From an optimization exercise on the open Yosys and OpenROAD flow, aimed at small area, a short achievable clock period and few clock cycles; shortcuts taken in it are not production practice. At most, simulation tests tie the RTL to the original design; equivalence was not proved. Only the layout flow was run in runs 1 to 4; the RTL was not checked for function there. Power and IR drop assume default switching activity.

`flow/design.v`:
```
module JAM (CLK, RST, W, J, Cost, MatchCount, MinCost, Valid);
input CLK;
input RST;
output reg [2:0] W;
output reg [2:0] J;
input [6:0] Cost;
output reg [3:0] MatchCount;
output reg [9:0] MinCost;
output reg Valid;
localparam ST_SCAN = 3'd0, ST_WAIT = 3'd1, ST_LAST = 3'd2, ST_LAST2 = 3'd3,
           ST_READ = 3'd4, ST_DFSA = 3'd5, ST_DFSB = 3'd6, ST_DONE = 3'd7;
reg [2:0] st;
reg [2:0] row;           
reg [6:0] u  [0:7];      
reg [6:0] nv [0:7];      
reg [7:0] minv [0:7];    
reg [2:0] way [0:7];     
reg [7:0] vw;            
reg [2:0] p [0:7];       
reg [7:0] matched;
reg [7:0] used;          
reg [7:0] rowin;         
reg [7:0] todo;          
reg [6:0] uW;            
reg [2:0] j0;            
reg [7:0] delta;         
reg [2:0] j1;
reg first;               
reg ph;                  
reg upd;                 
reg aug;                 
reg [2:0] ja;
reg [2:0] arow;
reg [7:0] abv;           
reg [7:0] candr;         
reg one;                 
reg s1v, s1l, s1r;
reg [6:0] s1c;
reg [7:0] s1p;
reg [2:0] s1j, s1w;
reg s2v, s2l;
reg [7:0] s2c, s2m;
reg [2:0] s2j;
reg s3l;
integer k;
function [3:0] lowest;
    input [7:0] m;
    integer i;
    begin
        lowest = 4'b1000;
        for (i = 7; i >= 0; i = i - 1)
            if (m[i]) lowest = i;
    end
endfunction
function single;
    input [7:0] m;
    reg a, b, ma, mb;
    begin
        a = |m[3:0];
        b = |m[7:4];
        ma = (m[0] & m[1]) | (m[2] & m[3]) | ((m[0] | m[1]) & (m[2] | m[3]));
        mb = (m[4] & m[5]) | (m[6] & m[7]) | ((m[4] | m[5]) & (m[6] | m[7]));
        single = ~(ma | mb | (a & b));
    end
endfunction
wire [3:0] nx = lowest(todo);
wire [7:0] p0 = {1'b0, nv[J]} - {1'b0, uW};
wire [7:0] cur = {1'b0, s1c} + s1p;
wire lt = s2c < s2m;
wire c1 = s2c < delta;
wire c2 = s2m < delta;
wire take = lt ? c1 : c2;
wire [7:0] mnew = lt ? s2c : s2m;
wire [7:0] used_j = used | (8'd1 << j1);
wire [3:0] fj = lowest(~used_j);
wire [2:0] pj = p[j1];
reg [7:0] avail [0:7];
reg [7:0] blk;
reg dead, allone;
reg [7:0] cand;
always @(*) begin
    blk = 8'd0;
    dead = 1'b0;
    allone = 1'b1;
    for (k = 0; k < 8; k = k + 1) begin
        avail[k] = minv[k] & ~used;
        if (!single(avail[k])) allone = 1'b0;
        if (k > W) begin
            if (avail[k] == 8'd0) dead = 1'b1;
            if (single(avail[k])) blk = blk | avail[k];
        end
    end
    cand = dead ? 8'd0 : (avail[W] & ~blk & abv);
end
wire [3:0] cfirst = lowest(candr);
wire [2:0] sprev = way[W - 3'd1];
wire [1:0] pc = single(candr) ? {1'b0, |candr} : 2'd2;
always @(posedge CLK) begin
    if (RST) begin
        st <= ST_SCAN;
        row <= 3'd0;
        W <= 3'd0;
        J <= 3'd0;
        todo <= 8'hfe;
        uW <= 7'd0;
        first <= 1'b1;
        ph <= 1'b1;
        upd <= 1'b0;
        aug <= 1'b0;
        delta <= 8'hff;
        used <= 8'd0;
        rowin <= 8'd0;
        matched <= 8'd0;
        s1v <= 1'b0;
        s1r <= 1'b0;
        s2v <= 1'b0;
        s3l <= 1'b0;
        MinCost <= 10'd0;
        MatchCount <= 4'd0;
        Valid <= 1'b0;
        for (k = 0; k < 8; k = k + 1) begin
            u[k] <= 7'd0;
            nv[k] <= 7'd0;
        end
    end else begin
        upd <= 1'b0;
        if (upd) begin
            for (k = 0; k < 8; k = k + 1) begin
                if (used[k] && k != j1)
                    nv[k] <= nv[k] + delta[6:0];
                if (!used[k])
                    minv[k] <= minv[k] - delta;
                if (rowin[k] && (k != W || st == ST_LAST))
                    u[k] <= u[k] + delta[6:0];
            end
            MinCost <= MinCost + {3'd0, delta[6:0]};
            delta <= 8'hff;
        end
        if (aug) begin
            matched[ja] <= 1'b1;
            p[ja] <= vw[ja] ? arow : p[way[ja]];
            ja <= way[ja];
            if (vw[ja]) aug <= 1'b0;
        end
        s1v <= (st == ST_SCAN);
        s1r <= (st == ST_READ);
        s1l <= (todo == 8'd0);
        s1c <= Cost;
        s1p <= p0;
        s1j <= J;
        s1w <= W;
        s2v <= s1v;
        s2l <= s1l;
        s2c <= cur;
        s2m <= first ? 8'hff : minv[s1j];
        s2j <= s1j;
        if (s1r)
            minv[s1w][s1j] <= (cur == 8'd0);
        s3l <= s2v && s2l;
        if (s2v) begin
            minv[s2j] <= mnew;
            if (!first && lt) begin
                vw[s2j] <= 1'b0;
                way[s2j] <= j0;
            end
            if (take) begin
                delta <= mnew;
                j1 <= s2j;
            end
        end
        case (st)
        ST_SCAN: begin
            if (ph) begin
                ph <= 1'b0;
                used <= 8'd0;
                rowin <= 8'd1 << row;
            end
            if (todo == 8'd0)
                st <= ST_WAIT;
            else begin
                J <= nx[2:0];
                todo <= todo & ~(8'd1 << nx[2:0]);
            end
        end
        ST_WAIT: begin
            if (s3l) begin
                first <= 1'b0;
                upd <= 1'b1;
                if (first)
                    vw <= 8'hff;
                if (matched[j1]) begin
                    used <= used_j;
                    rowin[pj] <= 1'b1;
                    W <= pj;
                    uW <= u[pj];
                    J <= fj[2:0];
                    todo <= ~used_j & ~(8'd1 << fj[2:0]);
                    j0 <= j1;
                    st <= ST_SCAN;
                end else begin
                    ja <= j1;
                    arow <= row;
                    first <= 1'b1;
                    if (row == 3'd7) begin
                        st <= ST_LAST;
                    end else begin
                        aug <= 1'b1;
                        ph <= 1'b1;
                        row <= row + 3'd1;
                        W <= row + 3'd1;
                        uW <= 7'd0;
                        J <= j1;
                        todo <= ~(8'd1 << j1);
                        st <= ST_SCAN;
                    end
                end
            end
        end
        ST_LAST: begin
            used <= 8'd0;
            W <= 3'd0;
            J <= 3'd0;
            st <= ST_LAST2;
        end
        ST_LAST2: begin
            uW <= u[0];
            st <= ST_READ;
        end
        ST_READ: begin
            {W, J} <= {W, J} + 6'd1;
            if (J == 3'd7)
                uW <= u[W + 3'd1];
            abv <= 8'hff;
            one <= 1'b1;
            if ({W, J} == 6'd63) begin
                W <= 3'd0;
                st <= ST_DFSA;
            end
        end
        ST_DFSA: begin
            if (!s1r) begin
                candr <= cand;
                one <= one && allone;
                st <= ST_DFSB;
            end
        end
        ST_DFSB: begin
            st <= ST_DFSA;
            one <= 1'b0;
            if (one) begin
                MatchCount <= 4'd1;
                st <= ST_DONE;
            end else if (W == 3'd6) begin
                MatchCount <= MatchCount + {2'b0, pc};
                W <= 3'd5;
                used <= used & ~(8'd1 << sprev);
                abv <= ~((8'd2 << sprev) - 8'd1);
            end else if (candr != 8'd0) begin
                way[W] <= cfirst[2:0];
                used <= used | (8'd1 << cfirst[2:0]);
                W <= W + 3'd1;
                abv <= 8'hff;
            end else if (W == 3'd0) begin
                st <= ST_DONE;
            end else begin
                used <= used & ~(8'd1 << sprev);
                W <= W - 3'd1;
                abv <= ~((8'd2 << sprev) - 8'd1);
            end
        end
        default: begin
            Valid <= 1'b1;
        end
        endcase
    end
end
endmodule
```
`flow/run.sh`:
```
#!/bin/bash
# synth_recipe.tcl (not shown) runs the flow's synth.tcl, then flattens the netlist and writes it again
# the make line also repeats each setting of config.mk as NAME=value (left out here)
make -C /OpenROAD-flow-scripts/flow DESIGN_CONFIG=/design/flow/config.mk WORK_HOME=/design/flow/orfs CLKGATE_MAP_FILE= SYNTH_SCRIPT=/design/flow/synth_recipe.tcl finish
```
`flow/config.mk`:
```
export PLATFORM = sky130hd
export DESIGN_NAME = JAM
export DESIGN_NICKNAME = JAM
export VERILOG_FILES = /design/flow/design.v
export SDC_FILE = /design/flow/constraint.sdc
export NUM_CORES = 4
export LEC_CHECK = 0
export ABC_CLOCK_PERIOD_IN_PS = 3000
export CAP_MARGIN = 20
export CORE_MARGIN = 2
export CORE_UTILIZATION = 40
export SETUP_SLACK_MARGIN = 1.5
export SLEW_MARGIN = 20
```
`flow/constraint.sdc`:
```
create_clock -name core_clock -period 5.0 [get_ports {CLK}]
set_input_delay 1.0000 -clock core_clock [delete_from_list [all_inputs] [get_ports {CLK}]]
set_output_delay 1.0000 -clock core_clock [all_outputs]
set_load 0.01 [all_outputs]
```
==> results of run 1 <==
[per-layer routing]
layer | part of all wire, % | GRT usage [%] | vias up
met5 | 0 | 0 | -
met4 | 4.4 | 10.9 | 0
met3 | 11 | 6.25 | 287
met2 | 42 | 39.9 | 1280
met1 | 43 | 36.9 | 12247
li1 | - | - | 11938
[area by class of cell]
class	count	area [sq um]	area share, %
flip-flops and latches	391	9760	30.2
well taps	959	1200	3.71
inverters	152	584	1.81
repair buffers	106	873	2.70
clock buffers	68	1430	4.42
clock inverters	24	230	0.712
multi-input cells	2522	18300	56.5
[cells in the mapped netlist, types with 7 or more instances]
| cell | instances |
|---|---|
| a211oi_1 | 29 |
| a21boi_0 | 7 |
| a21o_1 | 82 |
| a21oi_1 | 242 |
| a221oi_1 | 28 |
| a222oi_1 | 38 |
| a22o_1 | 30 |
| a22oi_1 | 83 |
| a31oi_1 | 40 |
| and2_1 | 23 |
| and3_1 | 25 |
| buf_1 | 11 |
| buf_2 | 34 |
| buf_6 | 11 |
| clkbuf_1 | 113 |
| dfxtp_1 | 200 |
| edfxtp_1 | 191 |
| fa_1 | 28 |
| ha_1 | 230 |
| inv_1 | 143 |
| mux2_2 | 38 |
| mux2i_1 | 136 |
| mux4_2 | 40 |
| nand2_1 | 322 |
| nand2b_1 | 39 |
| nand3_1 | 108 |
| nand3b_1 | 10 |
| nand4_1 | 13 |
| nor2_1 | 288 |
| nor2b_1 | 64 |
| nor3_1 | 78 |
| nor3b_1 | 12 |
| nor4_1 | 13 |
| o211ai_1 | 24 |
| o21ai_0 | 132 |
| o21ai_1 | 14 |
| o21bai_1 | 11 |
| o22ai_1 | 11 |
| o31ai_1 | 10 |
| or3_1 | 17 |
| xnor2_1 | 96 |
| xor2_1 | 55 |
[sequential cells by signal, summed over array words and instances, names as in the netlist, 10 cells and up, named ones only]
register / flops
u: 56
MinCost: 10
p: 24
minv: 64
way: 24
nv: 56
[logic make-up after synthesis]
family,after synthesis
AOI/OAI and AO/OA,845
xor gates and xnor gates,151
adders and majority gates,262
buffers and inverters,325
DFF,391
muxes,221
and+or+nand+nor,1043
[how the worst min path moves through the flow]
stage | cells after the start | slack [ns] | to | from
floorplan | 0 | 0.40 | s2l | s1l
global placement | 0 | 0.40 | s2l | s1l
detailed placement | 0 | 0.41 | s2l | s1l
CTS | 0 | 0.42 | s2l | s1l
global route | 0 | 0.43 | s2l | s1l
finish | 0 | 0.43 | s2l | s1l
[power by group]
part / switching (mW) / total [mW] / internal (mW) / leakage, nW
sequential: 0.121 / 3.59 / 3.47 / 3.33
clock: 1.52 / 3.67 / 2.16 / 0.824
combinational: 0.845 / 1.42 / 0.573 / 8.77
[critical path: cells and delay by family (launching register included)]
kind / cells / cell delay [ns]
compound gates: 6 / 1.98
buf+inv: 1 / 0.59
flops: 1 / 0.55
simple gates: 1 / 0.10
[through the flow]
stage | instance area (sq um) | util, % | instances | worst slack [ns]
2_1_floorplan | 29300 | - | 3238 | 1.57
3_3_place_gp | 30500 | 41.9 | 4115 | 1.47
3_5_place_dp | 30500 | 41.9 | 4116 | 1.37
4_1_cts | 32200 | 44.3 | 4211 | 1.51
5_1_grt | 32300 | 44.5 | 4222 | 1.47
6_report | 32300 | 44.5 | 4222 | 1.54
[what timing repair did]
item                       4_1_cts  5_1_grt
pin swaps                        0        7
setup buffers                    3       11
cloned                           0        0
hold buffers                     0        0
setup endpoints to repair       13       96
hold endpoints to repair         0        0
gates resized for setup          6       21
==> impl_metrics.csv, run 1 <==
group,metric,value,unit
critical_path,reg2reg_slack,1.54,ns
critical_path,crit_required,5.34,ns
power,power_density,268,nW/um^2
critical_path,crit_path_start,"used[2]",
route,drtPass1Iterations,10,
global_route,grt_pass1_vias,23984,
critical_path,crit_end,"candr[6]",
critical_path,reg2reg_depth,8,
floorplan,initial_core_util,40.2,%
route,wl_per_cell,24.2,um
sta,setup_violations,0,
cells_and_area,nets,3489,
power,ir_drop,0.000311,V
synth,synth_top_area_share,19.6,%
synth,yosysTopAreaCell,"edfxtp_1",
sta,slew_headroom,19.0,%
synth,synth_cells,3238,
floorplan,coreArea,72700,sq um
synth,synth_edf_count,191,
floorplan,pin_count,30,
floorplan,rows,99,
cells_and_area,final_cell_mix,"321 x nand2_1, 287 x nor2_1, 239 x a21oi_1, 224 x ha_1, 192 x dfxtp_1",
route,vias_per_cell,6.10,
sta,fmax,0.289,GHz
hold_path,hold_path_class,"reg -> reg",
clocking,cts_sinks,391,
placement,dp_hpwl,72100,um
critical_path,crit_top_cell,"a22oi_1",
placement,place.gp.congestion,0.999,
synth,synth_mux_area_share,9.58,%
cells_and_area,fill_cells,7016,
sta,hold_viol_final,0,
critical_path,cp_cell_sequence,"clkinv_1 > a22oi_1 > o211ai_1 > a2111oi_4 > a22oi_1 > nand2_1 > a221oi_1 > o211a_1",
cells_and_area,synthToLayoutAreaGrowth,10.6,%
floorplan,die-area,75300,sq um
cells_and_area,final_common_cell,"nand2_1",
critical_path,crit_fanout,10,
synth,synthArstFlopShare,0,%
global_route,track_usage,26.7,%
critical_path,critPathCaptureType,"register",
sta,min_period,3.46,ns
sta,skew,0.0377,ns
synth,ys_warn_count,4,
global_route,grt_pass1_wl,153000,um
power,p_total,8.68,mW
synth,synth_area_leaders,"edfxtp_1 20%, dfxtp_1 14%, ha_1 9.8%, mux2i_1 4.7%, a21oi_1 4.1%",
synth,synth-seq-area-share,33.3,%
synth,synth_cell_types,96,
flow_run,cap_violations,0,
synth,synthesis.area,29200,sq um
clocking,cts_buffers,49,
clocking,clock_latency,0.62,ns
route,num_vias,25752,
sta,worst_slew_pin_slew,1.19,ns
critical_path,cp.arrival,3.80,ns
route,antenna_left,0,
synth,synth_compound_area_share,19.4,%
clocking,cts_tree,"built",
clocking,htreeDepth,2,
sta,worst_hold_slack,0.430,ns
global_route,grt-ovfl-total,0,
clocking,path_clk_slew,0.06,ns
sta,final-max-slew-violation-count,0,
synth,synth_nets,3505,
placement,io_buffers,29,
synth,synth_area_per_cell,9.03,sq um
synth,ys_ff_latch,391,
critical_path,r2r_end,"candr[6]",
critical_path,max_stage_delay,0.79,ns
run_status,outcome,"no timing/DRC/antenna violations",
sta,setup_tns,0,ns
sta,min_period_over_period,69.3,%
synth,synth_ff_type,"dfxtp_1",
clocking,root_buffer,"clkbuf_16",
critical_path,cp_slowest_cell,"a2111oi_4",
global_route,grt_max_degree,80,
critical_path,reg2reg_from,"used[2]",
critical_path,critPathLaunchType,"register",
cells_and_area,antenna_cells,0,
route,drt-initial-drc-count,3398,
route,drc_errors,0,
route,drt-total-wl,102000,um
synth,yosys.area_share.simple,16.7,%
synth,synth_xor_area_share,4.52,%
clocking,clockBufferDepth,3,
floorplan,die_h,274,um
floorplan,die_w,274,um
synth,synth_top_family_by_area,"compound AO/OA/AOI/OAI gates",
critical_path,worstSetupPathType,"reg -> reg",
synth,synth_adder_area_share,11.9,%
power,leakage,12.9,nW
cells_and_area,drive_above_1_share,9.65,%
sta,rsz0062_at_grt,"true",
global_route,antenna_found_initial,0,
==> run 2, diff against run 1 <==
==> flow/config.mk (replaced) <==
export PLATFORM = sky130hd
export DESIGN_NAME = JAM
export DESIGN_NICKNAME = JAM
export VERILOG_FILES = /design/flow/design.v
export SDC_FILE = /design/flow/constraint.sdc
export NUM_CORES = 4
export LEC_CHECK = 0
export ABC_CLOCK_PERIOD_IN_PS = 2500
export CAP_MARGIN = 20
export CORE_MARGIN = 2
export CORE_UTILIZATION = 40
export SETUP_SLACK_MARGIN = 2.2
export SLEW_MARGIN = 20
==> run 2 against run 1 <==
Register-to-register slack better by 0.34 ns. Worst setup slack better by 0.34 ns. Combinational power up 25%. Still clean. Sequential share of layout area down 2.7 points. Routed wire length up 6.2%. Largest power group unchanged. Synthesized area unchanged. Flip-flop and latch count unchanged. Clock skew up 0.0025 ns. Cell count up 3.9%. Clock power up 8.7%. Global-route usage up 1.1 points.
==> impl_metrics.csv, run 2 <==
group,metric,value,unit
synth,synth_mux_area_share,9.58,%
floorplan,pin_count,30,
critical_path,reg2reg_slack,1.88,ns
synth,synth_cells,3238,
floorplan,die-area,75300,sq um
placement,io_buffers,29,
sta,setup_tns,0,ns
synth,ys_ff_latch,391,
synth,synth_most_common_cell,"nand2_1",
floorplan,die_h,274,um
sta,hold_viol_final,0,
cells_and_area,fill_cells,6579,
global_route,track_usage,27.8,%
synth,yosys.area_share.simple,16.7,%
global_route,grt-ovfl-total,0,
clocking,cts_sinks,391,
clocking,htreeDepth,2,
route,vias_per_cell,6.19,
synth,synth_compound_area_share,19.4,%
synth,synthesis.area,29200,sq um
sta,rsz0062_at_grt,"true",
critical_path,critPathLaunchType,"register",
critical_path,crit_fanout,2,
sta,final-max-slew-violation-count,0,
critical_path,critPathCaptureType,"register",
clocking,holdBufCountCts,0,
clocking,cts_buffers,49,
synth,yosysTopAreaCell,"edfxtp_1",
cells_and_area,synthToLayoutAreaGrowth,22.1,%
floorplan,rows,99,
synth,synthArstFlopShare,0,%
sta,skew,0.0402,ns
global_route,grt_pass1_vias,25213,
route,drc_errors,0,
global_route,grt_max_degree,123,
global_route,grt_pass1_wl,160000,um
synth,synth-seq-area-share,33.3,%
power,ir_drop,0.000247,V
critical_path,worstSetupPathType,"reg -> reg",
route,top_layer_used,"met5",
cells_and_area,ff_latch_area,9800,sq um
synth,synth_commonest_cells,"322 x nand2_1, 288 x nor2_1, 242 x a21oi_1, 230 x ha_1, 200 x dfxtp_1",
synth,synth_ff_type,"dfxtp_1",
critical_path,cp.arrival,3.67,ns
global_route,antenna_found_initial,4,
cells_and_area,nets,3653,
sta,worst_slew_pin_slew,0.998,ns
cells_and_area,final_util,49.1,%
cells_and_area,drive_above_1_share,21.1,%
placement,dp_slack,1.38,ns
clocking,root_buffer,"clkbuf_16",
route,drt-initial-drc-count,3371,
floorplan,die_w,274,um
synth,synth_edf_count,191,
power,power_density,261,nW/um^2
route,wl_met2,47000,um
floorplan,initial_core_util,40.2,%
route,drt-total-wl,108000,um
cells_and_area,reg_top3,"minv (64), nv (56), u (56)",
synth,synth_area_leaders,"edfxtp_1 20%, dfxtp_1 14%, ha_1 9.8%, mux2i_1 4.7%, a21oi_1 4.1%",
placement,dp_hpwl,72400,um
placement,place.gp.congestion,0.983,
route,met3WireLength,12000,um
run_status,outcome,"no timing/DRC/antenna violations",
cells_and_area,final_cell_mix,"320 x nand2_1, 281 x nor2_1, 222 x a21oi_1, 209 x ha_1, 195 x buf_4",
synth,synth_xor_area_share,4.52,%
synth,synth_adder_area_share,11.9,%
synth,synth_cell_types,96,
flow_run,cap_violations,0,
power,leakage,14.1,nW
sta,worst_hold_slack,0.438,ns
route,route.layer.met1.wl,44300,um
cells_and_area,final_common_cell,"nand2_1",
route,antenna_left,0,
sta,min_period_over_period,62.5,%
synth,ys_warn_count,4,
critical_path,crit_required,5.54,ns
clocking,clock_latency,0.64,ns
sta,min_period,3.12,ns
sta,setup_ws,1.88,ns
clocking,path_clk_slew,0.07,ns
route,num_vias,27135,
sta,setup_violations,0,
cells_and_area,multi_input_area,19700,sq um
floorplan,coreArea,72700,sq um
sta,fmax,0.320,GHz
synth,synth_top_area_share,19.6,%
cells_and_area,largest_register_ff_count,64,
synth,synth_nets,3505,
route,wl_per_cell,24.7,um
sta,slew_headroom,33.4,%
cells_and_area,largest_register,"minv",
hold_path,hold_path_class,"reg -> reg",
route,drtPass1Iterations,9,
clocking,cts_tree,"built",
synth,synth_area_per_cell,9.03,sq um
clocking,clockBufferDepth,3,
synth,synth_top_family_by_area,"compound AO/OA/AOI/OAI gates",
-- run 2: cell counts after synthesis --
No cell type changed its count.
-- run 2: layout make-up --
type	count	share of cell area, %
multi-input combinational	2522	55.3
sequential	391	27.4
timing repair buffer	270	7.06
clock buffer	58	3.67
tap	959	3.36
inverter	152	1.81
clock inverter	32	1.36
antenna	1	0.00701
-- run 2: per-stage QoR --
| step | cell area (sq um) | power (mW) | std cells |
|---|---|---|---|
| 2_1_floorplan | 29600 | 4.65 | 3238 |
| 3_3_place_gp | 30600 | 5.04 | 4107 |
| 3_5_place_dp | 30700 | 5.06 | 4108 |
| 4_1_cts | 34200 | 9.17 | 4311 |
| 5_1_grt | 35700 | 9.65 | 4384 |
| 6_report | 35700 | 9.34 | 4385 |
-- run 2: final timing paths --
path,from,end,cells after the start
worst max-delay path,candr[1],MatchCount[2],14
worst min-delay path,s1v,s2v,1
worst min register to register,s1v,s2v,1
worst max register to register,candr[1],MatchCount[2],14
-- run 2: kinds of logic after synthesis --
| logic type | count (synthesis) |
|---|---|
| buf+inv | 325 |
| fa+ha+maj | 262 |
| flops | 391 |
| simple gates | 1043 |
| mux | 221 |
| xor+xnor | 151 |
| compound gates | 845 |
-- run 2: what timing repair did --
| action | CTS | global route |
|---|---|---|
| cloned | 8 | 0 |
| resized for setup | 176 | 176 |
| buffers inserted | 105 | 73 |
| pin swaps | 77 | 77 |
| endpoints found under the setup margin | 259 | 229 |
-- run 2: metal layers --
layer  track usage, %  vias up
met2             42.1     1501
met4             11.0        2
met3             7.01      372
met1             37.8    12984
li1                 -    12276
met5                0        -
-- run 2: critical path, cell delays in order (launching register included) --
cell and delay, ns:
edfxtp_1 0.40, or4_4 0.56, maj3_2 0.31, nor2_2 0.09, nor2_1 0.04, nor2_1 0.13
o22ai_2 0.11, nor2_1 0.16, ha_2 0.21, inv_2 0.04, fa_2 0.32, or4_1 0.42
a21oi_2 0.13, a21oi_1 0.05, nor2_1 0.10
-- run 2: report_power, final --
group          internal (mW)  switching [mW]
Combinational          0.774           0.993
Clock                   2.37            1.62
Sequential              3.47           0.111
==> run 3, diff against run 2 <==
--- a/flow/design.v
+++ b/flow/design.v
@@ -128,8 +128,6 @@
             for (k = 0; k < 8; k = k + 1) begin
                 if (used[k] && k != j1)
                     nv[k] <= nv[k] + delta[6:0];
-                if (!used[k])
-                    minv[k] <= minv[k] - delta;
                 if (rowin[k] && (k != W || st == ST_LAST))
                     u[k] <= u[k] + delta[6:0];
             end
@@ -138,36 +136,14 @@
         end
         if (aug) begin
             matched[ja] <= 1'b1;
-            p[ja] <= vw[ja] ? arow : p[way[ja]];
-            ja <= way[ja];
             if (vw[ja]) aug <= 1'b0;
         end
         s1v <= (st == ST_SCAN);
         s1r <= (st == ST_READ);
-        s1l <= (todo == 8'd0);
-        s1c <= Cost;
-        s1p <= p0;
-        s1j <= J;
-        s1w <= W;
         s2v <= s1v;
-        s2l <= s1l;
-        s2c <= cur;
-        s2m <= first ? 8'hff : minv[s1j];
-        s2j <= s1j;
-        if (s1r)
-            minv[s1w][s1j] <= (cur == 8'd0);
         s3l <= s2v && s2l;
-        if (s2v) begin
-            minv[s2j] <= mnew;
-            if (!first && lt) begin
-                vw[s2j] <= 1'b0;
-                way[s2j] <= j0;
-            end
-            if (take) begin
-                delta <= mnew;
-                j1 <= s2j;
-            end
-        end
+        if (s2v && take)
+            delta <= mnew;
         case (st)
         ST_SCAN: begin
             if (ph) begin
@@ -186,8 +162,6 @@
             if (s3l) begin
                 first <= 1'b0;
                 upd <= 1'b1;
-                if (first)
-                    vw <= 8'hff;
                 if (matched[j1]) begin
                     used <= used_j;
                     rowin[pj] <= 1'b1;
@@ -195,11 +169,8 @@
                     uW <= u[pj];
                     J <= fj[2:0];
                     todo <= ~used_j & ~(8'd1 << fj[2:0]);
-                    j0 <= j1;
                     st <= ST_SCAN;
                 end else begin
-                    ja <= j1;
-                    arow <= row;
                     first <= 1'b1;
                     if (row == 3'd7) begin
                         st <= ST_LAST;
@@ -230,23 +201,17 @@
             {W, J} <= {W, J} + 6'd1;
             if (J == 3'd7)
                 uW <= u[W + 3'd1];
-            abv <= 8'hff;
-            one <= 1'b1;
             if ({W, J} == 6'd63) begin
                 W <= 3'd0;
                 st <= ST_DFSA;
             end
         end
         ST_DFSA: begin
-            if (!s1r) begin
-                candr <= cand;
-                one <= one && allone;
+            if (!s1r)
                 st <= ST_DFSB;
-            end
         end
         ST_DFSB: begin
             st <= ST_DFSA;
-            one <= 1'b0;
             if (one) begin
                 MatchCount <= 4'd1;
                 st <= ST_DONE;
@@ -254,18 +219,14 @@
                 MatchCount <= MatchCount + {2'b0, pc};
                 W <= 3'd5;
                 used <= used & ~(8'd1 << sprev);
-                abv <= ~((8'd2 << sprev) - 8'd1);
             end else if (candr != 8'd0) begin
-                way[W] <= cfirst[2:0];
                 used <= used | (8'd1 << cfirst[2:0]);
                 W <= W + 3'd1;
-                abv <= 8'hff;
             end else if (W == 3'd0) begin
                 st <= ST_DONE;
             end else begin
                 used <= used & ~(8'd1 << sprev);
                 W <= W - 3'd1;
-                abv <= ~((8'd2 << sprev) - 8'd1);
             end
         end
         default: begin
@@ -274,4 +235,61 @@
         endcase
     end
 end
+always @(posedge CLK) begin
+    s1l <= (todo == 8'd0);
+    s1c <= Cost;
+    s1p <= p0;
+    s1j <= J;
+    s1w <= W;
+    s2l <= s1l;
+    s2c <= cur;
+    s2m <= first ? 8'hff : minv[s1j];
+    s2j <= s1j;
+    if (s1r)
+        minv[s1w][s1j] <= (cur == 8'd0);
+    if (s2v) begin
+        minv[s2j] <= mnew;
+        if (!first && lt) begin
+            vw[s2j] <= 1'b0;
+            way[s2j] <= j0;
+        end
+        if (take)
+            j1 <= s2j;
+    end
+    if (upd)
+        for (k = 0; k < 8; k = k + 1)
+            if (!used[k])
+                minv[k] <= minv[k] - delta;
+    if (aug) begin
+        p[ja] <= vw[ja] ? arow : p[way[ja]];
+        ja <= way[ja];
+    end
+    if (st == ST_WAIT && s3l) begin
+        if (first)
+            vw <= 8'hff;
+        if (matched[j1])
+            j0 <= j1;
+        else begin
+            ja <= j1;
+            arow <= row;
+        end
+    end
+    if (st == ST_READ) begin
+        abv <= 8'hff;
+        one <= 1'b1;
+    end
+    if (st == ST_DFSA) begin
+        candr <= cand;
+        one <= one && allone;
+    end
+    if (st == ST_DFSB) begin
+        one <= 1'b0;
+        if (W == 3'd6 || candr == 8'd0)
+            abv <= ~((8'd2 << sprev) - 8'd1);
+        else begin
+            way[W] <= cfirst[2:0];
+            abv <= 8'hff;
+        end
+    end
+end
 endmodule
==> run 3 against run 2 <==
Critical path depth down 1. Die area decreased by 2.8%. Clock power is 16% lower. Core utilization shrank 1.2 points. Final area shrank 5.8%. Largest cell class unchanged. Count of clock-buffer cells in the layout rose by 16. Synthesized area decreased by 2.8%. Register-to-register slack worse by 0.05 ns. Worst setup slack got worse by 0.048 ns. Total power is 5.7% lower. Sequential power is 3% lower. Highest routed layer is now met4.
==> impl_metrics.csv, run 3 <==
group,metric,value,unit
global_route,antenna_found_initial,4,
floorplan,initial_core_util,40.5,%
route,vias_per_cell,6.13,
global_route,track_usage,26.5,%
cells_and_area,drive_above_1_share,18.6,%
placement,dp_hpwl,68100,um
power,p_total,8.80,mW
critical_path,r2r_end,"MatchCount[2]",
critical_path,critPathLaunchType,"register",
placement,io_buffers,29,
floorplan,rows,97,
clocking,holdBufCountCts,0,
clocking,cts_tree,"built",
global_route,grt-ovfl-total,0,
sta,worst_hold_slack,0.333,ns
cells_and_area,multi_input_area,19200,sq um
route,drt-initial-drc-count,3111,
floorplan,pin_count,30,
sta,hold_viol_final,0,
synth,synthArstFlopShare,0,%
critical_path,crit_fanout,3,
synth,synth_commonest_cells,"313 x nor2_1, 251 x dfxtp_1, 229 x ha_1, 216 x a21oi_1",
clocking,clockBufferDepth,3,
synth,synth_area_per_cell,9.12,sq um
synth,synth_compound_area_share,21.4,%
floorplan,coreArea,70100,sq um
synth,synth_most_common_cell,"nor2_1",
power,combPwrFrac,22.5,%
synth,synth_top_family_by_area,"compound AO/OA/AOI/OAI gates",
synth,synth_area_leaders,"dfxtp_1 18%, edfxtp_1 14%, ha_1 10%, nor2_1 4.1%, mux2i_1 3.9%",
power,clockPowerShare,38.2,%
power,swShare,30.8,%
power,ir_drop,0.000217,V
cells_and_area,reg_top3,"minv (64), nv (56), u (56)",
sta,fmax,0.315,GHz
sta,rsz0062_at_grt,"true",
sta,final-max-slew-violation-count,0,
cells_and_area,fill_cells,6741,
synth,yosysTopAreaCell,"dfxtp_1",
cells_and_area,nets,3499,
floorplan,die_h,271,um
critical_path,reg2reg_from,"candr[7]",
clocking,cts_sinks,388,
cells_and_area,largest_register,"minv",
sta,min_period_over_period,63.4,%
critical_path,worstSetupPathType,"reg -> reg",
synth,synth_cells,3116,
hold_path,hold_path_startpoint,"s1l",
power,p_seq_share,39.3,%
critical_path,crit_required,5.54,ns
critical_path,critPathCaptureType,"register",
synth,synth_edf_count,137,
synth,synth_adder_area_share,12.2,%
sta,min_period,3.17,ns
synth,synth_ff_type,"dfxtp_1",
route,drtPass1Iterations,14,
hold_path,hold_path_class,"reg -> reg",
sta,skew,0.0191,ns
sta,setup_tns,0,ns
critical_path,cp.arrival,3.71,ns
flow_run,cap_violations,0,
global_route,grt_pass1_vias,24018,
cells_and_area,synthToLayoutAreaGrowth,18.3,%
critical_path,max_stage_delay,0.55,ns
placement,place.gp.congestion,0.986,
route,wl_per_cell,24.1,um
synth,ys_ff_latch,388,
route,antenna_left,0,
floorplan,die-area,73200,sq um
synth,synth_cell_types,94,
hold_path,whs_path_depth,0,
critical_path,cpLargestDelayFamily,"simple AND/OR/NAND/NOR gates",
synth,synth_xor_area_share,4.84,%
critical_path,worstPathBufferInverterCount,1,
clocking,path_clk_slew,0.06,ns
synth,synthesis.area,28400,sq um
synth,yosys.area_share.simple,15.1,%
clocking,htreeDepth,2,
run_status,outcome,"no timing/DRC/antenna violations",
global_route,grt_pass1_wl,150000,um
synth,synth_nets,3382,
route,drt-total-wl,102000,um
floorplan,die_w,271,um
synth,synth-seq-area-share,32.1,%
global_route,grt_max_degree,91,
power,power_density,262,nW/um^2
critical_path,cp_slowest_cell,"or4_4",
cells_and_area,final_cell_mix,"302 x nor2_1, 229 x dfxtp_1, 208 x ha_1, 203 x a21oi_1, 190 x nand2_1",
route,drc_errors,0,
sta,worst_slew_pin_slew,1.07,ns
critical_path,cp_num_cells,13,
synth,ys_warn_count,4,
power,p_switching,2.71,mW
clocking,cts_buffers,48,
critical_path,cp_cell_sequence,"or4_4 > maj3_2 > o21ai_2 > a2bb2oi_2 > a21oi_2 > and2_1 > ha_2 > inv_2 > fa_2 > or4_4 > a21oi_2 > a21oi_1 > nor2_1",
clocking,root_buffer,"clkbuf_16",
cells_and_area,largest_register_ff_count,64,
critical_path,reg2reg_depth,13,
power,leakage,13.1,nW
sta,slew_headroom,28.6,%
clocking,clock_latency,0.60,ns
synth,synth_top_area_share,17.7,%
critical_path,reg2reg_slack,1.83,ns
hold_path,whs_endpoint,"s2l",
cells_and_area,ff_latch_area,9200,sq um
power,internal_power,6.09,mW
cells_and_area,final_common_cell,"nor2_1",
sta,setup_violations,0,
synth,synth_mux_area_share,9.89,%
route,num_vias,25795,
run 3: cell count changes in the layout (fill, tap and decap cells not counted), moves of 35 or more:
| cell | delta |
|---|---|
| a211oi_2 | +40 |
| buf_4 | -67 |
| dfxtp_1 | +50 |
| edfxtp_1 | -54 |
| nand2_1 | -130 |
| nand2b_1 | +35 |
| nor3_1 | -37 |
| o21ai_0 | +57 |
run 3: cell families (layout without fill, tap and decap cells):
| kind of cell | count (synthesis) | in the layout |
|---|---|---|
| other | 0 | 1 |
| xor gates and xnor gates | 155 | 155 |
| adders and majority gates | 262 | 262 |
| DFF | 388 | 388 |
| and+or+nand+nor | 877 | 877 |
| AOI/OAI and AO/OA | 919 | 919 |
| buffers and inverters | 301 | 453 |
| muxes | 214 | 216 |
run 3: cell type report:
type | count | area share (%)
clock inverter | 13 | 0.171
antenna | 1 | 0.00744
tap | 940 | 3.50
multi-input combinational | 2429 | 57.0
timing repair buffer | 209 | 5.90
sequential | 388 | 27.4
clock buffer | 74 | 4.22
inverter | 157 | 1.87
run 3: how the worst max path moves through the flow:
stage,end,start,slack [ns]
finish,MatchCount[2],candr[7],1.83
global route,MatchCount[2],candr[7],1.68
CTS,MatchCount[2],candr[7],1.81
detailed placement,way[3][0],W[0],1.39
global placement,way[3][0],W[0],1.43
floorplan,MatchCount[2],candr[4],1.95
run 3: through the flow:
step / area, sq um / util (%) / setup WS (ns) / std cells
after CTS: 32400 / 46.2 / 1.81 / 4145
final: 33600 / 47.9 / 1.83 / 4211
after floorplan: 28700 / - / 1.95 / 3116
after global placement: 29800 / 42.5 / 1.43 / 3982
after global routing: 33600 / 47.9 / 1.68 / 4210
after detailed placement: 29800 / 42.5 / 1.39 / 3982
run 3: metal layers:
metal | vias to the layer above | wire length [um] | track usage (%)
met5 | - | 0 | 0
met2 | 1320 | 44500 | 41.2
met1 | 12423 | 42900 | 36.0
met4 | 0 | 4430 | 10.3
li1 | 11752 | - | -
met3 | 300 | 9820 | 5.69
run 3: what timing repair did:
item | 4_1_cts | 5_1_grt
resized for setup | 118 | 155
pin swaps | 31 | 57
buffers inserted | 74 | 63
cloned | 2 | 2
setup endpoints to repair | 255 | 195
run 3: power groups by stage:
stage	logic [mW]	registers, mW	clock network [mW]
2_1_floorplan	1.20	3.49	0
3_3_place_gp	1.65	3.54	0
3_5_place_dp	1.66	3.54	0
4_1_cts	1.80	3.47	3.42
5_1_grt	2.13	3.47	3.54
6_report	1.98	3.46	3.36
==> run 4, diff against run 3 <==
==> flow/config.mk (replaced) <==
export PLATFORM = sky130hd
export DESIGN_NAME = JAM
export DESIGN_NICKNAME = JAM
export VERILOG_FILES = /design/flow/design.v
export SDC_FILE = /design/flow/constraint.sdc
export NUM_CORES = 4
export LEC_CHECK = 0
export ABC_CLOCK_PERIOD_IN_PS = 2000
export CAP_MARGIN = 20
export CORE_MARGIN = 2
export CORE_UTILIZATION = 40
export SETUP_SLACK_MARGIN = 2.6
export SLEW_MARGIN = 20
==> run 4 against run 3 <==
Critical endpoint unchanged. First-iteration DRC count hardly changed. Routed wire length grew 11%. Worst setup slack better by 0.027 ns. Synthesized area unchanged. Combinational power grew 16%. Sequential power about the same. Register-to-register slack gained 0.03 ns. Die area did not move. Hold slack improved by 0.026 ns. Synthesized cell count unchanged.
==> impl_metrics.csv, run 4 <==
group,metric,value,unit
critical_path,crit_path_start,"candr[7]",
cells_and_area,synthToLayoutAreaGrowth,31.2,%
floorplan,initial_core_util,40.5,%
global_route,grt-ovfl-total,0,
synth,synth_commonest_cells,"313 x nor2_1, 251 x dfxtp_1, 229 x ha_1, 216 x a21oi_1",
cells_and_area,largest_register_ff_count,64,
synth,synth_nets,3382,
clocking,htreeDepth,2,
power,ir_drop,0.000231,V
cells_and_area,nets,3710,
clocking,clockBufferDepth,3,
placement,place.gp.congestion,0.967,
placement,dp_hpwl,74200,um
floorplan,die_w,271,um
critical_path,reg2reg_depth,13,
global_route,grt_max_degree,101,
critical_path,crit_required,5.54,ns
synth,synthArstFlopShare,0,%
critical_path,crit_end,"MatchCount[2]",
route,num_vias,27416,
sta,final-max-slew-violation-count,0,
global_route,antenna_found_initial,2,
global_route,grt_pass1_vias,26090,
clocking,cts_buffers,47,
critical_path,cp.arrival,3.68,ns
sta,slew_headroom,34.7,%
synth,ys_warn_count,4,
sta,rsz0062_at_grt,"true",
synth,synth-seq-area-share,32.1,%
hold_path,hold_path_class,"reg -> reg",
cells_and_area,antenna_cells,0,
clocking,holdBufCountCts,0,
route,antenna_left,0,
critical_path,reg2reg_from,"candr[7]",
clocking,root_buffer,"clkbuf_16",
sta,min_period_over_period,62.9,%
global_route,grt_pass1_wl,164000,um
floorplan,die_h,271,um
cells_and_area,final_common_cell,"nor2_1",
synth,synth_edf_count,137,
run_status,outcome,"no timing/DRC/antenna violations",
floorplan,coreArea,70100,sq um
cells_and_area,drive_above_1_share,30.2,%
synth,synth_cells,3116,
sta,setup_tns,0,ns
synth,ys_ff_latch,388,
cells_and_area,final_cell_mix,"292 x nor2_1, 283 x buf_4, 212 x dfxtp_1, 182 x ha_1",
route,drc_errors,0,
critical_path,r2r_end,"MatchCount[2]",
critical_path,worstSetupPathType,"reg -> reg",
synth,synth_area_per_cell,9.12,sq um
route,drt-initial-drc-count,3109,
synth,synth_most_common_cell,"nor2_1",
cells_and_area,fin_area,37300,sq um
route,vias_per_cell,6.20,
route,wl_per_cell,25.4,um
route,drt-total-wl,112000,um
flow_run,cap_violations,0,
sta,skew,0.0227,ns
route,drtPass1Iterations,9,
sta,fmax,0.318,GHz
sta,setup_violations,0,
clocking,path_clk_slew,0.06,ns
floorplan,die-area,73200,sq um
power,p_total,9.29,mW
critical_path,critPathLaunchType,"register",
sta,worst_slew_pin_slew,0.973,ns
synth,synth_area_leaders,"dfxtp_1 18%, edfxtp_1 14%, ha_1 10%, nor2_1 4.1%, mux2i_1 3.9%",
synth,yosysTopAreaCell,"dfxtp_1",
sta,hold_viol_final,0,
cells_and_area,reg_top3,"minv (64), nv (56), u (56)",
sta,min_period,3.15,ns
synth,synth_ff_type,"dfxtp_1",
clocking,clock_latency,0.62,ns
cells_and_area,largest_register,"minv",
global_route,track_usage,29.0,%
floorplan,rows,97,
sta,worst_hold_slack,0.359,ns
critical_path,reg2reg_slack,1.85,ns
placement,io_buffers,29,
synth,synth_top_area_share,17.7,%
clocking,cts_sinks,388,
critical_path,critPathCaptureType,"register",
critical_path,crit_fanout,3,
synth,synthesis.area,28400,sq um
power,leakage,14.7,nW
clocking,cts_tree,"built",
synth,synth_cell_types,94,
placement,placed_area,30200,sq um
power,power_density,249,nW/um^2
floorplan,pin_count,30,
run 4: changes by cell type in the layout (fill, tap and decap cells not counted), moves of 16 or more:
cell | before | now
buf_4 | 128 | 283
ha_4 | 14 | 42
a21oi_1 | 203 | 177
buf_6 | 32 | 58
ha_1 | 208 | 182
inv_1 | 141 | 116
a21oi_2 | 20 | 41
clkdlybuf4s50_1 | 26 | 7
o21ai_0 | 162 | 143
buf_12 | 18 | 35
dfxtp_1 | 229 | 212
inv_2 | 6 | 22
run 4: worst min path at each step:
stage / depth (start not counted) / from / end
after floorplan: 0 / s1l / s2l
after global placement: 0 / s1l / s2l
after detailed placement: 0 / s1l / s2l
after CTS: 0 / s1l / s2l
after global routing: 0 / s1l / s2l
final: 0 / s1l / s2l
run 4: layout make-up:
| type | instances | area [sq um] |
|---|---|---|
| tap | 940 | 1180 |
| sequential | 388 | 9240 |
| clock inverter | 19 | 194 |
| fill | 6330 | 32900 |
| multi-input combinational | 2428 | 20600 |
| clock buffer | 69 | 1360 |
| inverter | 157 | 667 |
| timing repair buffer | 422 | 4080 |
run 4: critical path: stages, from the launching register on:
cell       delay (ns)
edfxtp_1         0.39
or4_4            0.58
maj3_2           0.32
o21ai_2          0.15
a2bb2oi_2        0.09
a21oi_2          0.13
and2_4           0.16
ha_4             0.13
inv_2            0.04
fa_2             0.33
or4_1            0.49
a21oi_2          0.13
a21oi_1          0.05
nor2_1           0.09
run 4: where the power goes:
| part | internal [mW] | total [mW] | switching, mW |
|---|---|---|---|
| Sequential | 3.33 | 3.46 | 0.128 |
| Clock | 2.01 | 3.53 | 1.52 |
| Combinational | 1.02 | 2.30 | 1.29 |
run 4: routing by layer:
metal | up-vias | GRT usage [%] | wire length [um]
met1 | 13336 | 38.1 | 45300
met4 | 0 | 13.6 | 6470
met3 | 382 | 5.05 | 10400
li1 | 12214 | - | -
met5 | - | 0 | 0
met2 | 1484 | 46.3 | 50300
run 4: cell families (layout without fill, tap and decap cells):
logic type	after synthesis	after routing	share of synthesized area, %
flip-flops	388	388	32.1
XOR/XNOR	155	155	4.84
adder cells (fa/ha/maj)	262	262	12.2
AO/OA/AOI/OAI	919	919	21.4
multiplexers	214	214	9.89
AND/OR/NAND/NOR	877	878	15.1
buffers and inverters	301	667	4.32
run 4: metrics by stage:
stage	instances	util [%]	worst slack (ns)
2_1_floorplan	3116	-	1.97
3_3_place_gp	3987	43.0	1.64
3_5_place_dp	3987	43.0	1.60
4_1_cts	4258	49.4	1.93
5_1_grt	4423	53.2	1.69
6_report	4423	53.2	1.85
run 4: repair_timing:
item,in CTS,in global routing
buffers inserted,181,158
pin swaps,117,155
resized for setup,349,280
setup endpoints to repair,364,300
cloned,2,7
==> run 5, diff against run 4 <==
--- a/flow/design.v
+++ b/flow/design.v
@@ -13,7 +13,7 @@
 reg [2:0] row;           
 reg [6:0] u  [0:7];      
 reg [6:0] nv [0:7];      
-reg [7:0] minv [0:7];    
+reg [8:0] minv [0:7];    
 reg [2:0] way [0:7];     
 reg [7:0] vw;            
 reg [2:0] p [0:7];       
@@ -23,7 +23,9 @@
 reg [7:0] todo;          
 reg [6:0] uW;            
 reg [2:0] j0;            
-reg [7:0] delta;         
+reg [8:0] delta;         
+reg [6:0] D;             
+reg [6:0] inc;           
 reg [2:0] j1;
 reg first;               
 reg ph;                  
@@ -39,8 +41,11 @@
 reg [7:0] s1p;
 reg [2:0] s1j, s1w;
 reg s2v, s2l;
-reg [7:0] s2c, s2m;
-reg [2:0] s2j;
+reg [8:0] s2c, s2m;
+reg [2:0] s2j, s2w;
+reg s2r;
+reg pend;                
+reg [1:0] pcr;
 reg s3l;
 integer k;
 function [3:0] lowest;
@@ -64,13 +69,13 @@
     end
 endfunction
 wire [3:0] nx = lowest(todo);
-wire [7:0] p0 = {1'b0, nv[J]} - {1'b0, uW};
-wire [7:0] cur = {1'b0, s1c} + s1p;
+wire [7:0] p0 = {1'b0, nv[J]} + {1'b0, D};
+wire [9:0] cur = {3'b0, s1c} + {2'b0, s1p} - {3'b0, uW};
 wire lt = s2c < s2m;
 wire c1 = s2c < delta;
 wire c2 = s2m < delta;
 wire take = lt ? c1 : c2;
-wire [7:0] mnew = lt ? s2c : s2m;
+wire [8:0] mnew = lt ? s2c : s2m;
 wire [7:0] used_j = used | (8'd1 << j1);
 wire [3:0] fj = lowest(~used_j);
 wire [2:0] pj = p[j1];
@@ -83,7 +88,7 @@
     dead = 1'b0;
     allone = 1'b1;
     for (k = 0; k < 8; k = k + 1) begin
-        avail[k] = minv[k] & ~used;
+        avail[k] = minv[k][7:0] & ~used;
         if (!single(avail[k])) allone = 1'b0;
         if (k > W) begin
             if (avail[k] == 8'd0) dead = 1'b1;
@@ -107,7 +112,8 @@
         ph <= 1'b1;
         upd <= 1'b0;
         aug <= 1'b0;
-        delta <= 8'hff;
+        delta <= 9'h1ff;
+        D <= 7'd0;
         used <= 8'd0;
         rowin <= 8'd0;
         matched <= 8'd0;
@@ -127,12 +133,13 @@
         if (upd) begin
             for (k = 0; k < 8; k = k + 1) begin
                 if (used[k] && k != j1)
-                    nv[k] <= nv[k] + delta[6:0];
+                    nv[k] <= nv[k] + inc;
                 if (rowin[k] && (k != W || st == ST_LAST))
-                    u[k] <= u[k] + delta[6:0];
-            end
-            MinCost <= MinCost + {3'd0, delta[6:0]};
-            delta <= 8'hff;
+                    u[k] <= u[k] + inc;
+            end
+            MinCost <= MinCost + {3'd0, inc};
+            uW <= u[W];
+            delta <= 9'h1ff;
         end
         if (aug) begin
             matched[ja] <= 1'b1;
@@ -144,6 +151,8 @@
         s3l <= s2v && s2l;
         if (s2v && take)
             delta <= mnew;
+        if (s1r && s1j == 3'd7)
+            uW <= u[s1w + 3'd1];
         case (st)
         ST_SCAN: begin
             if (ph) begin
@@ -161,17 +170,19 @@
         ST_WAIT: begin
             if (s3l) begin
                 first <= 1'b0;
+                inc <= delta[6:0] - D;
+                D <= delta[6:0];
                 upd <= 1'b1;
                 if (matched[j1]) begin
                     used <= used_j;
                     rowin[pj] <= 1'b1;
                     W <= pj;
-                    uW <= u[pj];
                     J <= fj[2:0];
                     todo <= ~used_j & ~(8'd1 << fj[2:0]);
                     st <= ST_SCAN;
                 end else begin
                     first <= 1'b1;
+                    D <= 7'd0;
                     if (row == 3'd7) begin
                         st <= ST_LAST;
                     end else begin
@@ -179,7 +190,6 @@
                         ph <= 1'b1;
                         row <= row + 3'd1;
                         W <= row + 3'd1;
-                        uW <= 7'd0;
                         J <= j1;
                         todo <= ~(8'd1 << j1);
                         st <= ST_SCAN;
@@ -199,15 +209,15 @@
         end
         ST_READ: begin
             {W, J} <= {W, J} + 6'd1;
-            if (J == 3'd7)
-                uW <= u[W + 3'd1];
             if ({W, J} == 6'd63) begin
                 W <= 3'd0;
                 st <= ST_DFSA;
             end
         end
         ST_DFSA: begin
-            if (!s1r)
+            if (pend)
+                MatchCount <= MatchCount + {2'b0, pcr};
+            if (!s2r)
                 st <= ST_DFSB;
         end
         ST_DFSB: begin
@@ -216,7 +226,6 @@
                 MatchCount <= 4'd1;
                 st <= ST_DONE;
             end else if (W == 3'd6) begin
-                MatchCount <= MatchCount + {2'b0, pc};
                 W <= 3'd5;
                 used <= used & ~(8'd1 << sprev);
             end else if (candr != 8'd0) begin
@@ -242,11 +251,13 @@
     s1j <= J;
     s1w <= W;
     s2l <= s1l;
-    s2c <= cur;
-    s2m <= first ? 8'hff : minv[s1j];
+    s2c <= cur[8:0];
+    s2m <= first ? 9'h1ff : minv[s1j];
     s2j <= s1j;
-    if (s1r)
-        minv[s1w][s1j] <= (cur == 8'd0);
+    s2w <= s1w;
+    s2r <= s1r;
+    if (s2r)
+        minv[s2w][s2j] <= (s2c == 9'd0);
     if (s2v) begin
         minv[s2j] <= mnew;
         if (!first && lt) begin
@@ -256,10 +267,6 @@
         if (take)
             j1 <= s2j;
     end
-    if (upd)
-        for (k = 0; k < 8; k = k + 1)
-            if (!used[k])
-                minv[k] <= minv[k] - delta;
     if (aug) begin
         p[ja] <= vw[ja] ? arow : p[way[ja]];
         ja <= way[ja];
@@ -278,7 +285,9 @@
         abv <= 8'hff;
         one <= 1'b1;
     end
-    if (st == ST_DFSA) begin
+    pend <= (st == ST_DFSB) && (W == 3'd6);
+    pcr <= pc;
+    if (st == ST_DFSA && !s2r) begin
         candr <= cand;
         one <= one && allone;
     end
==> flow/config.mk (replaced) <==
export PLATFORM = sky130hd
export DESIGN_NAME = JAM
export DESIGN_NICKNAME = JAM
export VERILOG_FILES = /design/flow/design.v
export SDC_FILE = /design/flow/constraint.sdc
export NUM_CORES = 4
export LEC_CHECK = 0
export CAP_MARGIN = 20
export CORE_MARGIN = 2
export CORE_UTILIZATION = 40
export SETUP_SLACK_MARGIN = 2.4
export SLEW_MARGIN = 20
==> run 5 against run 4 <==
Worst setup slack gained 0.35 ns. First-iteration DRC count shrank 11%. Via count shrank 9.0%. Non-clock buffer count shrank 210. Core utilization shrank 4.3 points. Count of clock-buffer cells in the layout shrank 5. Cell count shrank 9.3%. Final area shrank 12%. Critical endpoint is now s1p[6].
==> impl_metrics.csv, run 5 <==
group,metric,value,unit
run_status,outcome,"no timing/DRC/antenna violations",
clocking,cts_tree,"built",
cells_and_area,nets,3312,
hold_path,whs_path_depth,0,
synth,synth_nets,3188,
sta,slew_headroom,32.5,%
placement,placed_area,28500,sq um
global_route,track_usage,28.1,%
route,drtPass1Iterations,7,
synth,ys_ff_latch,420,
sta,setup_violations,0,
sta,rsz0062_at_grt,"true",
floorplan,die_h,265,um
floorplan,initial_core_util,40.5,%
global_route,grt_max_degree,64,
cells_and_area,fin_area,33000,sq um
cells_and_area,fill_cells,6221,
cells_and_area,final_util,48.9,%
route,drt-total-wl,102000,um
floorplan,die-area,70300,sq um
route,num_vias,24959,
sta,min_period_over_period,55.9,%
synth,synthesis.area,27300,sq um
clocking,path_clk_slew,0.06,ns
clocking,holdBufCountCts,0,
critical_path,crit_required,5.55,ns
synth,synth-seq-area-share,36.4,%
power,ir_drop,0.000239,V
route,antenna_left,0,
route,drt-initial-drc-count,2757,
critical_path,critPathCaptureType,"register",
sta,hold_viol_final,0,
cells_and_area,largest_register_ff_count,72,
clocking,cts_sinks,420,
power,power_density,253,nW/um^2
cells_and_area,drive_above_1_share,20.7,%
cells_and_area,multi_input_area,17400,sq um
synth,synth_edf_count,152,
placement,place.gp.congestion,1.05,
cells_and_area,synthToLayoutAreaGrowth,20.8,%
global_route,grt_pass1_vias,24040,
critical_path,cpLargestDelayFamily,"adder cells",
critical_path,cp_num_cells,12,
sta,fmax,0.358,GHz
synth,synth_cell_types,96,
cells_and_area,reg_top3,"minv (72), nv (56), u (56)",
synth,synth_area_per_cell,9.19,sq um
floorplan,coreArea,67400,sq um
floorplan,die_w,265,um
global_route,antenna_found_initial,1,
critical_path,crit_path_start,"J[1]",
clocking,htreeDepth,2,
synth,synthArstFlopShare,0,%
sta,setup_tns,0,ns
critical_path,reg2reg_from,"J[1]",
cells_and_area,final_common_cell,"nor2_1",
global_route,grt-ovfl-total,0,
clocking,clock_latency,0.62,ns
sta,skew,0.0287,ns
sta,final-max-slew-violation-count,0,
placement,io_buffers,29,
cells_and_area,final_cell_mix,"278 x nor2_1, 242 x dfxtp_1, 213 x o21ai_0, 197 x inv_1, 173 x nand2_1",
hold_path,hold_path_class,"reg -> reg",
cells_and_area,ff_latch_area,10000,sq um
critical_path,cp_cell_sequence,"ha_4 > ha_4 > a222oi_1 > a41oi_2 > ha_2 > fa_2 > a21oi_2 > nor2_1 > nor2_1 > o21bai_1 > a21oi_2 > xnor2_1",
critical_path,cp_slowest_cell,"a222oi_1",
synth,synth_area_leaders,"dfxtp_1 20%, edfxtp_1 17%, ha_1 8.4%, o21ai_0 4.7%, nor2_1 4.0%",
route,wl_per_cell,25.5,um
synth,ys_warn_count,4,
cells_and_area,largest_register,"minv",
critical_path,cp.arrival,3.35,ns
synth,synth_ff_type,"dfxtp_1",
synth,synth_cells,2969,
critical_path,crit_fanout,5,
synth,synth_commonest_cells,"290 x nor2_1, 268 x dfxtp_1, 258 x o21ai_0, 204 x inv_1, 183 x ha_1",
sta,worst_slew_pin_slew,1.01,ns
clocking,clockBufferDepth,3,
power,p_total,8.33,mW
route,vias_per_cell,6.22,
route,drc_errors,0,
critical_path,critPathLaunchType,"register",
floorplan,rows,95,
flow_run,cap_violations,0,
sta,min_period,2.79,ns
synth,synth_top_area_share,19.7,%
critical_path,worstPathBufferInverterCount,0,
critical_path,worstSetupPathType,"reg -> reg",
synth,synth_most_common_cell,"nor2_1",
floorplan,pin_count,30,
clocking,root_buffer,"clkbuf_16",
critical_path,max_stage_delay,0.40,ns
critical_path,reg2reg_depth,12,
hold_path,hold_path_startpoint,"s1l",
placement,dp_hpwl,71400,um
synth,yosysTopAreaCell,"dfxtp_1",
global_route,grt_pass1_wl,150000,um
power,leakage,12.3,nW
clocking,cts_buffers,52,
-- run 5: cell types whose count changed after synthesis, sizes merged, moves of 41 or more --
cell / delta
o21ai: +41
xor2: -47
a211oi: -53
inv: +48
ha: -46
a21o: -73
a21oi: -42
-- run 5: worst reg2reg max path: cells and delay by family, from the launching register on --
| family | cells | cell delay (ns) |
|---|---|---|
| AO/OA/AOI/OAI | 5 | 1.03 |
| flip-flops | 1 | 0.38 |
| adder cells (fa/ha/maj) | 4 | 1.02 |
| XOR/XNOR | 1 | 0.12 |
| AND/OR/NAND/NOR | 2 | 0.17 |
-- run 5: layout make-up --
class	instances	area share, %
tap	873	3.31
sequential	420	30.3
inverter	207	2.40
antenna	1	0.00759
timing repair buffer	212	6.03
clock buffer	64	4.15
multi-input combinational	2200	52.8
clock inverter	34	1.01
-- run 5: cell families after synthesis --
family	after synthesis	share of synthesized area, %
adders and majority gates	213	10.5
buffers and inverters	351	5.07
muxes	200	10.1
DFF	420	36.4
and+or+nand+nor	913	16.7
AOI/OAI and AO/OA	797	18.9
xor gates and xnor gates	75	2.41
-- run 5: through the flow --
stage / hold slack (ns) / setup slack [ns] / instances
CTS: 0.338 / 2.25 / 3959
finish: 0.338 / 2.21 / 4011
floorplan: 0.310 / 2.10 / 2969
global placement: 0.320 / 1.25 / 3759
global route: 0.339 / 2.05 / 4010
detailed placement: 0.321 / 1.32 / 3759
-- run 5: power by group --
part	leakage, nW	switching, mW	internal (mW)
Sequential	3.51	0.139	3.60
Combinational	7.96	0.459	0.317
Clock	0.825	1.61	2.21
Total	12.3	2.21	6.12
-- run 5: per-layer routing --
| metal | GRT usage [%] | share of wire [%] | vias up |
|---|---|---|---|
| li1 | - | - | 11207 |
| met1 | 38.6 | 42 | 12194 |
| met2 | 43.3 | 45 | 1271 |
| met3 | 5.76 | 9.4 | 287 |
| met4 | 11.1 | 3.9 | 0 |
| met5 | 0 | 0 | - |
-- run 5: timing repair --
item	4_1_cts	5_1_grt
endpoints found under the hold margin	0	0
setup endpoints to repair	314	211
buffers inserted	101	49
cloned	1	2
pin swaps	53	85
resized for setup	165	185
-- run 5: worst paths after layout --
check	to	slack, ns
max	s1p[6]	2.21
min	s2l	0.34
max reg2reg	s1p[6]	2.21
min reg2reg	s2l	0.34
Testbench counts of run 5, summed over its fixed seeds: cycles 4,482.
==> run 6, diff against run 5 <==
--- a/flow/config.mk
+++ b/flow/config.mk
@@ -5,6 +5,7 @@
 export SDC_FILE = /design/flow/constraint.sdc
 export NUM_CORES = 4
 export LEC_CHECK = 0
+export ABC_CLOCK_PERIOD_IN_PS = 2500
 export CAP_MARGIN = 20
 export CORE_MARGIN = 2
 export CORE_UTILIZATION = 40
==> run 6 against run 5 <==
Clock power is essentially flat. Core utilization unchanged. Hold slack did not move. Clock skew stayed put. Still clean on timing, DRC and antenna. Final area did not move. Critical endpoint unchanged. Critical path type unchanged. Largest power group unchanged.
==> impl_metrics.csv, run 6 <==
group,metric,value,unit
run_status,outcome,"no timing/DRC/antenna violations",
hold_path,hold_path_class,"reg -> reg",
sta,min_period,2.79,ns
synth,synth_cells,2969,
critical_path,cp_slowest_cell,"a222oi_1",
clocking,holdBufCountCts,0,
sta,fmax,0.358,GHz
synth,synth-seq-area-share,36.4,%
power,ir_drop,0.000239,V
route,drt-initial-drc-count,2757,
floorplan,die_w,265,um
critical_path,crit_required,5.55,ns
cells_and_area,fill_cells,6221,
placement,place.gp.congestion,1.05,
floorplan,rows,95,
floorplan,initial_core_util,40.5,%
power,leakage,12.3,nW
cells_and_area,synthToLayoutAreaGrowth,20.8,%
sta,final-max-slew-violation-count,0,
sta,slew_headroom,32.5,%
clocking,root_buffer,"clkbuf_16",
sta,skew,0.0287,ns
synth,synth_top_area_share,19.7,%
critical_path,cp.arrival,3.35,ns
sta,rsz0062_at_grt,"true",
sta,setup_tns,0,ns
hold_path,hold_path_startpoint,"s1l",
floorplan,coreArea,67400,sq um
floorplan,die_h,265,um
placement,dp_slack,1.32,ns
sta,min_period_over_period,55.9,%
global_route,grt_max_degree,64,
route,antenna_left,0,
critical_path,worstSetupPathType,"reg -> reg",
synth,synth_edf_count,152,
cells_and_area,final_cell_mix,"278 x nor2_1, 242 x dfxtp_1, 213 x o21ai_0, 197 x inv_1, 173 x nand2_1",
cells_and_area,nets,3312,
critical_path,crit_path_start,"J[1]",
synth,synth_cell_types,96,
critical_path,reg2reg_from,"J[1]",
floorplan,die-area,70300,sq um
global_route,antenna_found_initial,1,
sta,setup_ws,2.21,ns
route,drt-total-wl,102000,um
route,vias_per_cell,6.22,
power,power_density,253,nW/um^2
critical_path,cp_cell_sequence,"ha_4 > ha_4 > a222oi_1 > a41oi_2 > ha_2 > fa_2 > a21oi_2 > nor2_1 > nor2_1 > o21bai_1 > a21oi_2 > xnor2_1",
critical_path,critPathCaptureType,"register",
global_route,grt_pass1_wl,150000,um
route,drtPass1Iterations,7,
global_route,track_usage,28.1,%
synth,yosysTopAreaCell,"dfxtp_1",
floorplan,pin_count,30,
critical_path,max_stage_delay,0.40,ns
clocking,cts_tree,"built",
global_route,grt-ovfl-total,0,
cells_and_area,drive_above_1_share,20.7,%
clocking,cts_sinks,420,
cells_and_area,largest_register,"minv",
critical_path,critPathLaunchType,"register",
cells_and_area,reg_top3,"minv (72), nv (56), u (56)",
route,num_vias,24959,
cells_and_area,final_common_cell,"nor2_1",
clocking,cts_buffers,52,
synth,synthArstFlopShare,0,%
placement,dp_hpwl,71400,um
synth,synth_area_leaders,"dfxtp_1 20%, edfxtp_1 17%, ha_1 8.4%, o21ai_0 4.7%, nor2_1 4.0%",
synth,synth_area_per_cell,9.19,sq um
clocking,clock_latency,0.62,ns
route,wl_per_cell,25.5,um
cells_and_area,largest_register_ff_count,72,
route,drc_errors,0,
sta,worst_slew_pin_slew,1.01,ns
sta,setup_violations,0,
clocking,path_clk_slew,0.06,ns
placement,io_buffers,29,
synth,synth_most_common_cell,"nor2_1",
synth,ys_ff_latch,420,
sta,hold_viol_final,0,
synth,synthesis.area,27300,sq um
flow_run,cap_violations,0,
clocking,htreeDepth,2,
synth,synth_ff_type,"dfxtp_1",
clocking,clockBufferDepth,3,
critical_path,crit_fanout,5,
synth,synth_commonest_cells,"290 x nor2_1, 268 x dfxtp_1, 258 x o21ai_0, 204 x inv_1, 183 x ha_1",
global_route,grt_pass1_vias,24040,
synth,synth_nets,3188,
synth,ys_warn_count,4,
-- run 6: final timing paths --
check | end | cells after the start | slack, ns
setup / recovery | s1p[6] | 12 | 2.21
hold / removal | s2l | 0 | 0.34
setup reg to reg | s1p[6] | 12 | 2.21
hold reg to reg | s2l | 0 | 0.34
-- run 6: worst max-delay path, delay by kind of cell (launching register included) --
kind	cells	cell delay, ns
AND/OR/NAND/NOR	2	0.17
XOR/XNOR	1	0.12
adder cells (fa/ha/maj)	4	1.02
flip-flops	1	0.38
AO/OA/AOI/OAI	5	1.02
-- run 6: routing by layer --
metal,wire (um),track usage (%)
met5,0,0
met1,43100,38.6
met3,9600,5.76
met2,45500,43.3
met4,4000,11.1
-- run 6: per-stage QoR --
stage | hold slack [ns] | cell area (sq um) | util (%) | total power [mW] | std cells
6_report | 0.338 | 33000 | 48.9 | 8.33 | 4011
2_1_floorplan | 0.310 | 27500 | - | 4.19 | 2969
3_5_place_dp | 0.321 | 28500 | 42.3 | 4.45 | 3759
3_3_place_gp | 0.320 | 28500 | 42.3 | 4.44 | 3759
5_1_grt | 0.339 | 33000 | 48.9 | 8.59 | 4010
4_1_cts | 0.338 | 31800 | 47.1 | 8.36 | 3959
-- run 6: layout make-up --
cell class	instances	area [sq um]	area share [%]
clock buffers	64	1370	4.15
clock inverters	34	332	1.01
repair buffers	212	1990	6.03
diodes	1	2.50	0.00759
multi-input cells	2200	17400	52.8
well taps	873	1090	3.31
inverters	207	791	2.40
flip-flops and latches	420	10000	30.3
-- run 6: what timing repair did --
item / CTS / global route
buffers inserted: 101 / 49
resized for setup: 165 / 185
endpoints found under the setup margin: 314 / 211
endpoints found under the hold margin: 0 / 0
cloned: 1 / 2
pin swaps: 53 / 85
-- run 6: kinds of logic after synthesis --
group                    after synthesis  share of synthesized area (%)
AO/OA/AOI/OAI                        797                           18.9
XOR/XNOR                              75                           2.41
adder cells (fa/ha/maj)              213                           10.5
buffers and inverters                351                           5.07
flip-flops                           420                           36.4
multiplexers                         200                           10.1
AND/OR/NAND/NOR                      913                           16.7
-- run 6: power by group --
part / internal (mW) / switching (mW)
Clock: 2.21 / 1.61
Sequential: 3.60 / 0.139
Combinational: 0.317 / 0.459

==> re-timing with driven ports <==
The results above use ideal ports. As a check the final layouts listed here were re-extracted and re-timed, cells and wires unchanged. Step 1 sets driving cells, clkbuf_16 on the clock port and buf_2 on the other inputs (assumed; they add their load-dependent delay and slew). Step 2 also shifts input and output timing later by t, the mid clock arrival at the registers, as if the neighbouring blocks saw the same clock. Three values: no drivers, after step 1, after step 2; two values: the first two.
| run | t, ns | slack for setup (ns) | hold slack, ns | pins driven straight from the clock port |
|---|---|---|---|---|
| run 1 | 0.669 | 1.536 / 1.536 / 1.388 | 0.430 / 0.430 / 0.430 | 1 |
| run 2 | 0.678 | 1.876 / 1.876 / 1.521 | 0.438 / 0.438 / 0.438 | 1 |
| run 3 | 0.658 | 1.828 / 1.828 / 1.828 | 0.333 / 0.333 / 0.333 | 1 |
| run 4 | 0.669 | 1.855 / 1.855 / 1.855 | 0.359 / 0.359 / 0.359 | 1 |
| run 5 | 0.673 | 2.207 / 2.207 / 2.174 | 0.338 / 0.338 / 0.338 | 1 |
| run 6 | 0.673 | 2.207 / 2.207 / 2.174 | 0.338 / 0.338 / 0.338 | 1 |
After both steps every run listed still meets setup and hold. The setup slack of run 2, which loses most, moves by 0.000 ns with the drivers and by -0.355 ns with both steps.
